From an optimization exercise on the open Yosys and OpenROAD flow, aimed at small area and a short achievable clock period; shortcuts taken in it are not production practice.
The RTL of this run was laid out without a check of its function.
No activity file was given, so power comes from the tool's default toggle rates.

[design/flow/run.sh]
#!/bin/bash
# synth_recipe.tcl (not shown) runs the flow's synth.tcl, then flattens the netlist and writes it again
# the make line also repeats each setting of config.mk as NAME=value (left out here)
make -C /OpenROAD-flow-scripts/flow DESIGN_CONFIG=/design/flow/config.mk WORK_HOME=/design/flow/orfs CLKGATE_MAP_FILE= SYNTH_SCRIPT=/design/flow/synth_recipe.tcl finish
[design/flow/config.mk]
export PLATFORM = sky130hd
export DESIGN_NAME = TopLevel
export DESIGN_NICKNAME = TopLevel
export VERILOG_FILES = /design/flow/design.v
export SDC_FILE = /design/flow/constraint.sdc
export NUM_CORES = 4
export LEC_CHECK = 0
export CAP_MARGIN = 20
export CORE_MARGIN = 2
export CORE_UTILIZATION = 40
export SLEW_MARGIN = 20
[design/flow/constraint.sdc]
create_clock -name core_clock -period 15.0 [get_ports {clk}]
set_input_delay 3.0000 -clock core_clock [delete_from_list [all_inputs] [get_ports {clk}]]
set_output_delay 3.0000 -clock core_clock [all_outputs]
set_load 0.01 [all_outputs]
[design/flow/design.v]
module Instruction_Fetch (
    input logic [31:0] Inst,
    output logic [4:0] raddr1,raddr2,waddr
);
always_comb begin
        raddr1 = Inst[19:15];
        raddr2 = Inst[24:20];
        waddr  = Inst[11:7];  
end
endmodule
module program_counter (
	input  logic clk,rst,
	input  logic [31:0] PC,
	output logic [31:0] Addr
);
	always_ff @(posedge clk) begin
	 if (rst) 
	   		Addr <= 32'd0;
	 else 
			Addr <= PC;
	end	
endmodule
module PCPlus4 (
  input  logic [31:0] Addr,
  output logic [31:0] PCF
);
  assign PCF = Addr + 4;
endmodule
module Mux_PC (
    input logic         PCsrc,               
    input logic  [31:0] PCF,ALUResult,
    output logic [31:0] PC
);
 always_comb 
 begin 
    case (PCsrc)
        1'b0 :   PC = PCF;
        1'b1 :   PC = {ALUResult[31:1], 1'b0};
        default: PC = PCF;
    endcase
 end 
endmodule
module Register_file (
     input logic         clk,rst,reg_wr,
     input logic  [4:0]  raddr1,raddr2,waddr,
     input logic  [31:0] wdata,
     output logic [31:0] rdata1,rdata2
);
    logic [31:0] register_file[31:1];
    always_comb begin
        rdata1 = (|raddr1) ? register_file[raddr1] : '0 ;
        rdata2 = (|raddr2) ? register_file[raddr2] : '0 ;
    end
  integer i;
  always_ff @(posedge clk) begin
    if (rst) begin
      for(i = 1; i <= 31; i = i + 1)
        register_file[i] <= 32'd0;
    end
    else if (reg_wr && (|waddr)) begin
        register_file[waddr] <= wdata;
    end
  end
endmodule
module ALU (
    input logic  [4:0]  alu_op,
    input logic  [31:0] SrcA,SrcB,
    output logic [31:0] ALUResult
);
 always_comb begin
    case(alu_op)
    5'b00000: ALUResult = SrcA + SrcB ;                              
    5'b00001: ALUResult = SrcA - SrcB ;                              
    5'b00010: ALUResult = SrcA << SrcB[4:0];                         
    5'b00011: ALUResult = ($signed(SrcA) < $signed(SrcB)) ? 1 : 0;   
    5'b00100: ALUResult = (SrcA < SrcB) ? 1 : 0;                     
    5'b00101: ALUResult = SrcA ^ SrcB;                               
    5'b00110: ALUResult = SrcA >> SrcB[4:0];                              
    5'b00111: ALUResult = $signed(SrcA) >>> SrcB[4:0];                        
    5'b01000: ALUResult = SrcA | SrcB;                               
    5'b01001: ALUResult = SrcA & SrcB;                               
    5'b01010: ALUResult = SrcB;                                       
    default:  ALUResult = SrcA + SrcB;
    endcase
  end
endmodule
module controller (
    input  logic        br_taken,
    input  logic [31:0] Inst,
    output logic        PCsrc,reg_wr,sel_A,sel_B,
    output logic [1:0]  wb_sel,
    output logic [2:0]  ImmSrcD,funct3,
    output logic [4:0]  alu_op,
    output logic [6:0]  instr_opcode
);
logic       Btype;
logic [6:0] funct7;
parameter [4:0] ADD  = 5'b00000;
parameter [4:0] SUB  = 5'b00001;
parameter [4:0] SLL  = 5'b00010;
parameter [4:0] SLT  = 5'b00011;
parameter [4:0] SLTU = 5'b00100;
parameter [4:0] XOR  = 5'b00101;
parameter [4:0] SRL  = 5'b00110;
parameter [4:0] SRA  = 5'b00111;
parameter [4:0] OR   = 5'b01000;
parameter [4:0] AND  = 5'b01001;
parameter [4:0] LUI  = 5'b01010;
assign instr_opcode = Inst[6:0];
assign funct7       = Inst[31:25];
assign funct3       = Inst[14:12];
always_comb
begin
    reg_wr   = 1'b0;
    sel_A    = 1'b1;
    sel_B    = 1'b0;
    wb_sel   = 2'b01;
    Btype    = 1'b0;
    ImmSrcD  = 3'b000;
    alu_op   = ADD;
    case(instr_opcode)
        7'b0110011:  
        begin 
            reg_wr   = 1'b1;
            sel_A    = 1'b1;
            sel_B    = 1'b0;
            wb_sel   = 2'b01;
            Btype    = 1'b0;
            ImmSrcD  = 3'b000;
            case (funct3)
                3'b000: begin
                    case (funct7) 
                        7'b0000000 : alu_op = ADD; 
                        7'b0100000 : alu_op = SUB; 
                    endcase
                    end
                3'b001: alu_op = SLL;
                3'b010: alu_op = SLT;
                3'b011: alu_op = SLTU;
                3'b100: alu_op = XOR;
                3'b101: begin
                    case (funct7)
                        7'b0000000 : alu_op = SRL;
                        7'b0100000 : alu_op = SRA; 
                    endcase          
                    end
                3'b110: alu_op = OR;
                3'b111: alu_op = AND;   
            endcase
            end
        7'b0010011: begin  
        reg_wr   = 1'b1;
        sel_A    = 1'b1;
        sel_B    = 1'b1;
        wb_sel   = 2'b01;
        Btype    = 1'b0;
        ImmSrcD  = 3'b000;
        case (funct3)
            3'b000: alu_op = ADD;
            3'b001: alu_op = SLL;
            3'b010: alu_op = SLT;
            3'b011: alu_op = SLTU;
            3'b100: alu_op = XOR;
            3'b101: begin
                    case (funct7)
                        7'b0000000: alu_op = SRL;
                        7'b0100000: alu_op = SRA; 
                    endcase
                    end
            3'b110: alu_op = OR;
            3'b111: alu_op = AND; 
        endcase
        end
        7'b0000011: begin  
            reg_wr  = 1'b1;
            sel_A   = 1'b1;
            sel_B   = 1'b1;
            wb_sel  = 2'b10;
            Btype    = 1'b0;
            ImmSrcD = 3'b000;
            alu_op  = ADD;
            end
        7'b0100011: begin  
            reg_wr  = 1'b0;
            sel_A   = 1'b1;
            sel_B   = 1'b1;
            wb_sel  = 2'b01;
            Btype   = 1'b0;
            ImmSrcD = 3'b001;
            alu_op  = ADD;
        end
        7'b0110111: begin  
            reg_wr  = 1'b1;
            sel_B   = 1'b1;
            sel_A   = 1'b1;
            wb_sel  = 2'b01;
            Btype    = 1'b0;
            ImmSrcD = 3'b100;
            alu_op  = LUI;
        end
        7'b0010111: begin  
            reg_wr  = 1'b1;
            sel_B   = 1'b1;
            sel_A   = 1'b0; 
            wb_sel  = 2'b01;
            Btype   = 1'b0;
            ImmSrcD = 3'b100;
            alu_op  = ADD;
        end
        7'b1100011: begin  
            Btype   = 1'b1;
            reg_wr  = 1'b0;
            sel_A   = 1'b0; 
            sel_B   = 1'b1; 
            wb_sel  = 2'b01;
            ImmSrcD = 3'b010;
            alu_op  = ADD;
        end
        7'b1101111: begin  
            Btype   = 1'b1;
            reg_wr  = 1'b1;
            sel_A   = 1'b0; 
            sel_B   = 1'b1; 
            wb_sel  = 2'b00;
            ImmSrcD = 3'b011;
            alu_op  = ADD;
            end
        7'b1100111: begin  
            Btype   = 1'b1;
            reg_wr  = 1'b1;
            sel_A   = 1'b1; 
            sel_B   = 1'b1; 
            wb_sel  = 2'b00;
            ImmSrcD = 3'b000;
            alu_op  = ADD;
        end
        default: begin
        end
    endcase
    PCsrc = Btype && br_taken;
end
endmodule
module LoadStore_Unit (
    input  logic [2:0]  funct3,
    input  logic [6:0]  instr_opcode,          
    input  logic [31:0] data_rd,        
	input  logic [31:0] rdata2,        
    input  logic [31:0] ALUResult,    
    output logic        cs,wr, 
    output logic [3:0]  mask,
    output logic [31:0] addr,data_wr,   
	output logic [31:0] rdata           
);
parameter Byte              = 3'b000; 
parameter HalfWord          = 3'b001;
parameter Word              = 3'b010;
parameter Byte_Unsigned     = 3'b100;
parameter HalfWord_Unsigned = 3'b101;
assign addr                 = ALUResult;
always_comb begin
    wr = 1;
    cs = 1;
	case (instr_opcode)
	7'b0000011: begin 
		wr = 1;
	    cs = 0;   
	end
	7'b0100011: begin 
		wr = 0; 
	    cs = 0;   
	end
	endcase
end
logic [7:0]  rdata_byte;
logic [15:0] rdata_hword;
logic [31:0] rdata_word;
    always_comb begin
        rdata_byte  = '0;
        rdata_hword = '0;
        rdata_word  = '0;
        case(instr_opcode) 
            7'b0000011: begin  
                case (funct3)
                    Byte, Byte_Unsigned: case( addr[1:0] )
                            2'b00 : rdata_byte = data_rd [7:0];
                            2'b01 : rdata_byte = data_rd [15:8];     
                            2'b10 : rdata_byte = data_rd [23:16];
                            2'b11 : rdata_byte = data_rd [31:24]; 
                        endcase     
                    HalfWord, HalfWord_Unsigned: case( addr[1] )
                            1'b0 : rdata_hword = data_rd [15:0];       
                            1'b1 : rdata_hword = data_rd [31:16];
                        endcase
                    Word: rdata_word = data_rd; 
                endcase
            end
        endcase
    end
 always_comb
   begin 
        case (funct3)
            Byte              : rdata = {{24{rdata_byte[7]}},   rdata_byte}; 
            Byte_Unsigned     : rdata = {24'b0,                 rdata_byte};
            HalfWord          : rdata = {{16{rdata_hword[15]}}, rdata_hword}; 
            HalfWord_Unsigned : rdata = {16'b0,                 rdata_hword};
            Word              : rdata = {                       rdata_word};
            default           : rdata = '0;        
        endcase 
  end
always_comb begin
    data_wr = '0;
    mask    = '0;
    case (instr_opcode)
       7'b0100011 : begin  
            case (funct3)
            	Byte :  begin
            		case (addr[1:0])
                    2'b00 : begin
                        data_wr[7:0] = rdata2[7:0];begin
                        mask         = 4'b0001;
                        end
                    end 
                    2'b01: begin
                        data_wr [15:8] = rdata2[7:0];
                        mask           = 4'b0010;
                    end
                    2'b10: begin
                        data_wr[23:16] = rdata2 [7:0];
                        mask           = 4'b0100;
                    end
                    2'b11:begin
                        data_wr[31:24] = rdata2[7:0];
                        mask           = 4'b1000;
                    end
                    default: begin
                    end
                    endcase
            	end
                HalfWord: begin
                    case(addr[1]) 
                        1'b0 : begin data_wr [15:0]  = rdata2[15:0];
                        mask                         = 4'b0011;
						end
                        1'b1 : begin data_wr [31:16] = rdata2 [15:0];
                        mask                         = 4'b1100;
						end
                    endcase
                end
				Word: begin 
					data_wr = rdata2;
					mask 	= 4'b1111;
				end 		
            endcase
       end 
    endcase
end
endmodule
module immediate_gen (
  input  logic [31:0] Inst,
  input  logic [2:0]  ImmSrcD,
  output logic [31:0] ImmExtD
);
logic [24:0] Imm;
assign Imm =Inst [31:7];
  always_comb begin
    casex(ImmSrcD)
    3'b000:   ImmExtD = {{20{Imm[24]}}, Imm[24:13]};
    3'b001:   ImmExtD = {{20{Imm[24]}}, Imm[24:18], Imm[4:0]};
    3'b010:   ImmExtD = {{20{Imm[24]}}, Imm[0],  Imm[23:18], Imm[4:1], 1'b0};
    3'b011:   ImmExtD = {{12{Imm[24]}}, Imm[12:5],  Imm[13], Imm[23:14], 1'b0};
    3'b100:   ImmExtD = {Imm[24:5],12'b000000000000};
    default: 	ImmExtD = 32'd0;
    endcase
  end
endmodule
module mux_selA (
    input logic         sel_A,  
    input logic  [31:0] rdata1,Addr,
    output logic [31:0] SrcA
);
always_comb begin 
    case (sel_A)
       1'b0 : SrcA = Addr;
       1'b1 : SrcA = rdata1;
    endcase  
end
endmodule
module mux_selB (
    input logic         sel_B,  
    input logic  [31:0] ImmExtD,rdata2,
    output logic [31:0] SrcB
);
always_comb begin 
    case (sel_B)
       1'b0 : SrcB = rdata2;
       1'b1 : SrcB = ImmExtD;
    endcase
end
endmodule
module MuxResult (
    input logic  [1:0]  wb_sel,  
    input logic  [31:0] ALUResult,rdata,PCF,
    output logic [31:0] wdata
);
always_comb begin 
    case (wb_sel)
       2'b00 : wdata = PCF;
       2'b01 : wdata = ALUResult;
       2'b10 : wdata = rdata;
       default: wdata = ALUResult;
    endcase
    end
endmodule
module BranchCond (
    input logic [2:0]  funct3,
    input logic [6:0]  instr_opcode,
    input logic [31:0] rdata1,rdata2,
    output logic br_taken
);
parameter [2:0] BEQ  = 3'b000;
parameter [2:0] BNE  = 3'b001;
parameter [2:0] BLT  = 3'b100;
parameter [2:0] BGE  = 3'b101;
parameter [2:0] BLTU = 3'b110;
parameter [2:0] BGEU = 3'b111;
logic [32:0] cmp_output;
logic [31:0] cmp_operand_1,cmp_operand_2;
logic        cmp_not_zero,cmp_neg,cmp_overflow;
assign cmp_operand_1 = rdata1;
assign cmp_operand_2 = rdata2;
assign cmp_output    = {1'b0, cmp_operand_1} -{1'b0, cmp_operand_2};
assign cmp_not_zero  = |cmp_output [31:0];
assign cmp_neg       = cmp_output [31];
assign cmp_overflow  = (cmp_neg & ~cmp_operand_1[31] & cmp_operand_2 [31] ) | ( ~cmp_neg & cmp_operand_1[31] & ~cmp_operand_2[31] );
always_comb begin
    case (instr_opcode)
        7'b1100011 :begin   
            case(funct3) 
                BEQ    : br_taken = ~cmp_not_zero;
                BNE    : br_taken = cmp_not_zero; 
                BLT    : br_taken = (cmp_neg ^ cmp_overflow);
                BLTU   : br_taken = cmp_output[32];
                BGE    : br_taken = ~( cmp_neg ^ cmp_overflow); 
                BGEU   : br_taken = ~cmp_output[32];
                default: br_taken = 1'b0;
            endcase
        end
        7'b1101111, 7'b1100111: br_taken = 1'b1;  
        default   : br_taken = 1'b0;
    endcase
end
endmodule
module TopLevel (
    input  logic        clk,rst,
    output logic [31:0] imem_addr,
    input  logic [31:0] imem_rdata,
    output logic [31:0] dmem_addr,
    output logic [31:0] dmem_wdata,
    output logic [3:0]  dmem_wstrb,
    output logic        dmem_re,
    input  logic [31:0] dmem_rdata
);
    logic        PCsrc,reg_wr,sel_A,sel_B,cs,wr,br_taken;
    logic [1:0]  wb_sel;
    logic [2:0]  ImmSrcD,funct3;
    logic [3:0]  mask;
    logic [4:0]  raddr1,raddr2,waddr,alu_op;
    logic [6:0]  instr_opcode;
    logic [31:0] Addr,PC,Inst,PCF,wdata,rdata1,rdata2,ImmExtD,SrcA,SrcB,ALUResult,rdata,data_rd,addr,data_wr;
assign imem_addr  = Addr;
assign Inst       = imem_rdata;
assign data_rd    = dmem_rdata;
assign dmem_addr  = addr;
assign dmem_wdata = data_wr;
assign dmem_wstrb = ((~cs) & (~wr)) ? mask : 4'b0000;
assign dmem_re    = (~cs) & wr;
Mux_PC MuxPC(.PCF(PCF),.ALUResult(ALUResult),.PCsrc(PCsrc),.PC(PC));
program_counter ProgCouner (.clk(clk),.rst(rst),.PC(PC),.Addr(Addr));
Instruction_Fetch Fetch(.Inst(Inst),.raddr1(raddr1),.raddr2(raddr2),.waddr(waddr));
PCPlus4 PCplus4 (.Addr(Addr),.PCF(PCF));
Register_file RegsiterFile(.clk(clk),.rst(rst),.reg_wr(reg_wr),.raddr1(raddr1),.raddr2(raddr2),.waddr(waddr),.wdata(wdata),.rdata1(rdata1),.rdata2(rdata2));
ALU Alu(.alu_op(alu_op),.SrcA(SrcA),.SrcB(SrcB),.ALUResult(ALUResult));
controller Controller(.br_taken(br_taken),.Inst(Inst),.PCsrc(PCsrc),.reg_wr(reg_wr),.sel_A(sel_A),.sel_B(sel_B),.wb_sel(wb_sel),.ImmSrcD(ImmSrcD),
.funct3(funct3),.alu_op(alu_op),.instr_opcode(instr_opcode));
LoadStore_Unit loadstore(.funct3(funct3),.instr_opcode(instr_opcode),.data_rd(data_rd),.rdata2(rdata2),.ALUResult(ALUResult),.cs(cs),.wr(wr),.mask(mask),.addr(addr),.data_wr(data_wr),.rdata(rdata));
immediate_gen Immediate(.Inst(Inst),.ImmSrcD(ImmSrcD),.ImmExtD(ImmExtD));
mux_selA MuxselA(.sel_A(sel_A),.rdata1(rdata1),.Addr(Addr),.SrcA(SrcA));
mux_selB MuxselB(.sel_B(sel_B),.ImmExtD(ImmExtD),.rdata2(rdata2),.SrcB(SrcB));
MuxResult Muxresult(.wb_sel(wb_sel),.ALUResult(ALUResult),.rdata(rdata),.PCF(PCF),.wdata(wdata));
BranchCond Branchcond(.funct3(funct3),.instr_opcode(instr_opcode),.rdata1(rdata1),.rdata2(rdata2),.br_taken(br_taken));
endmodule
==> flow_summary.toml <==
[logic_synthesis]
synth_edf_count = 1024
synth_area_leaders = "edfxtp_1 45%, mux4_2 12%, mux2i_1 9.2%, nor2_1 6.7%, a22oi_1 2.4%"
ys_seq_elements = 1055
postSynthAreaPerCell_sq_um = 11.21
synthCells = 6093
synth_top_area_share_pct = 45.01
ys_dominant_reg_cell = "edfxtp_1"
yosysWarnings = 12
seq_area_frac_synth_pct = 45.92
syn_area_sq_mm = 0.06831
netlist.top_cell.by_area = "edfxtp_1"
synth_cell_types = 107
synthArstFlopShare_pct = 0

[status]
run_status = "timing/DRC/antenna clean"

[sta]
grt_setup_unrepaired = "no"
period_minus_slack_ns = 14.59
setup_tns_ns = 0
slew_viol_final = 0
finalHoldViolations = 0
finalCritPeriodShare_pct = 97.27
setup_viol = 0
max_freq_mhz = 68.54
worstMarginPinSlew_ns = 1.356
max_slew_margin_pct = 9.591
holdWs_ns = 0.7681
skew_ns = 0.05238

[floorplanning]
coreArea_sq_mm = 0.1695
die_area_sq_mm = 0.1741
fp.dieH_um = 417.3
ios = 167
initial_core_util_pct = 40.31
fp.dieW_um = 417.3
rows = 151

[worst_setup_path]
cp-start-kind = "input port"
worstPathCellList = "buf_8, buf_12, mux4_2, mux4_2, mux2i_1, buf_4, nor2_1, inv_1, a21oi_2, ha_1, or3_1, or4_1, o211ai_1, a41oi_1, o221ai_1, o311ai_1, a41oi_4, nor2_2, nor4_1, a22oi_1, nor2_1, clkdlybuf4s50_1"
crit_arrival_ns = 11.59
critPathCaptureType = "output port"
required_ns = 12.00
critPathMaxStageDelay_ns = 0.79
critPathMaxFanout = 49
crit_slowest_cell = "nor4_1"
rr_worst_depth = 36
critical_path_class = "in -> out"

[global_route]
grt_pass1_wl_mm = 431.2
grt_max_degree = 82
antenna_found_initial = 17
grt_pass1_vias = 54630
grt_overflow = 0
grt.total_usage_pct = 35.20

[place]
dp_hpwl_mm = 214.9
portBuffers = 165
placedCellCount = 8232
placed_cell_area_sq_mm = 0.07271
gp_congestion = 1.025

[cts]
holdBufCountCts = 0
post_cts.repair.setup_buffers = 0
clk_latency_ns = 0.75
htreeDepth = 3
clock-root-buffer = "clkbuf_16"
cts_made_buffers = 109
clk_pin_slew_ns = 0.06
cts_tree = "built"
cts_sinks = 1055
cts.path.max_buffers = 3
cts_resized = 0

[route]
firstDrtPassIters = 8
drt-initial-drc-count = 8036
ant_nets = 0
dr_total_vias = 56320
routed_via_density = 6.673
post_drt_wl_per_cell_um = 37.03
finalWirelength_mm = 312.6
drcViolationCount = 0

[power]
switchingPower_w = 0.003707
seq_power_share_pct = 35.7
comb_power_share_pct = 36.1
p_clk_share_pct = 28.2
switching_share_pct = 38.46
power.density_mw_per_mm2 = 126.4
leakage_nw = 29.32
peakVddDrop_mv = 0.08878
p_int_w = 0.005932

[cells_and_area]
layout_commonest_cell = "nor2_1"
stdcell_area_sq_mm = 0.07624
layout_common_cells = "1205 x nor2_1, 1024 x edfxtp_1, 627 x mux2i_1, 365 x mux4_2, 278 x a21oi_1"
stdcell_count = 8440
drive_gt1_share_pct = 17.82
final_nets = 6326
area_delta_synth_final_pct = 11.60

[min_path]
min_path_type = "reg -> reg"
whs_path_depth = 2

[run]
maxCapViolCount = 0
layout make-up:
cell class	instances	area [sq um]
Inverter	174	660.6
Clock inverter	64	588.1
Timing Repair Buffer	446	3886
Sequential cell	1055	31370
Tap cell	2218	2775
Antenna cell	9	22.52
Multi-Input combinational cell	4340	34050
Clock buffer	134	2885
Fill cell	15580	93230
flip-flops by register name, summed over array words and instances, names as in the netlist:
name,flops
ProgCouner.Addr,31
RegsiterFile.register_file,1024
cells by family after synthesis:
| kind of cell | share of synthesized area, % |
|---|---|
| XOR/XNOR | 0.7821 |
| buffers and inverters | 5.017 |
| AO/OA/AOI/OAI | 11.46 |
| AND/OR/NAND/NOR | 12.52 |
| flip-flops | 45.92 |
| multiplexers | 21.79 |
| other | 0.005489 |
| adder cells (fa/ha/maj) | 2.498 |
per-layer routing:
metal / vias up / wire length [um] / track usage (%)
met5: - / 160 / 0
met4: 22 / 25390 / 24.58
met3: 979 / 35600 / 8.339
met2: 4056 / 141400 / 54.68
met1: 28400 / 110000 / 43.30
li1: 22860 / - / -
cell usage after synthesis (all sizes together), types with 15 or more instances:
cell type,count
a22o,16
nand2,257
edfxtp,1024
buf,281
a21oi,281
nor2,1276
xor2,22
nand2b,58
o21a,21
nor3,49
a221o,16
inv,171
o21ai,170
and3,30
o221ai,18
o21bai,22
nor4,23
or3,16
o31ai,15
or2,35
ha,130
and2,17
xnor2,39
clkbuf,275
mux4,365
o211ai,33
nor2b,66
mux2i,629
a22oi,219
a21o,38
o22ai,34
a211oi,72
mux2,31
dfxtp,31
nand3,54
or4,22
a31oi,30
nand4,16
a221oi,22
per-stage QoR:
stage               worst slack, ns  util (%)  power [W]
finish                       0.4091     44.99   0.009639
CTS                          0.6041     44.96   0.009528
floorplan                     1.514         -   0.005541
global route                 0.1624     44.97   0.009880
detailed placement           0.3028     42.91   0.006847
global placement             0.3722     42.87   0.006849
power groups by stage:
stage          clock network, W  logic [W]  registers [W]
2_1_floorplan                 0    0.00207        0.00347
3_3_place_gp                  0    0.00336        0.00349
3_5_place_dp                  0    0.00335        0.00350
4_1_cts                 0.00273    0.00336        0.00344
5_1_grt                 0.00284    0.00359        0.00345
6_report                0.00272    0.00348        0.00344
final timing paths:
| path | from | end | slack [ns] |
|---|---|---|---|
| worst min-delay path | ProgCouner.Addr[1]$_SDFFE_PP0P_ | ProgCouner.Addr[1]$_SDFFE_PP0P_ | 0.77 |
| worst max-delay path | imem_rdata[20] | dmem_wdata[19] | 0.41 |
| worst max register to register | RegsiterFile.register_file[15][11]$_SDFFCE_PN0P_ | ProgCouner.Addr[26]$_SDFF_PP0_ | 4.28 |
| worst min register to register | ProgCouner.Addr[1]$_SDFFE_PP0P_ | ProgCouner.Addr[1]$_SDFFE_PP0P_ | 0.77 |
worst max-delay path, delay by kind of cell:
family / cells / cell delay (ns)
and+or+nand+nor: 6 / 2.07
buffers and inverters: 5 / 1.94
muxes: 3 / 1.69
adders and majority gates: 1 / 0.54
AOI/OAI and AO/OA: 7 / 2.22

-- static timing again, ports no longer ideal --
In the flow no input, the clock included, has a driving cell. The finished layout below was timed again as built, in two steps.
Step 1 assumes that a clkbuf_16 drives the clock port and a buf_2 every other input.
Step 2 moves the port delays by t, midway between the first and last clock arrival at a register: inputs arrive t later, outputs are due t later. That takes back most of the time a late clock gives input paths.
a / b / c = ideal ports / drivers / drivers and shift; a / b = the first two.
t (ns): 0.806
slack for setup (ns): 0.409 / 0.358 / 0.210
worst slew at a driven data input, ns: 0.13
cell pins on the clock port's net: 1
After both steps setup and hold are still met in this run. For this run, drivers alone change the setup slack by -0.051 ns; drivers and shift together by -0.199 ns.
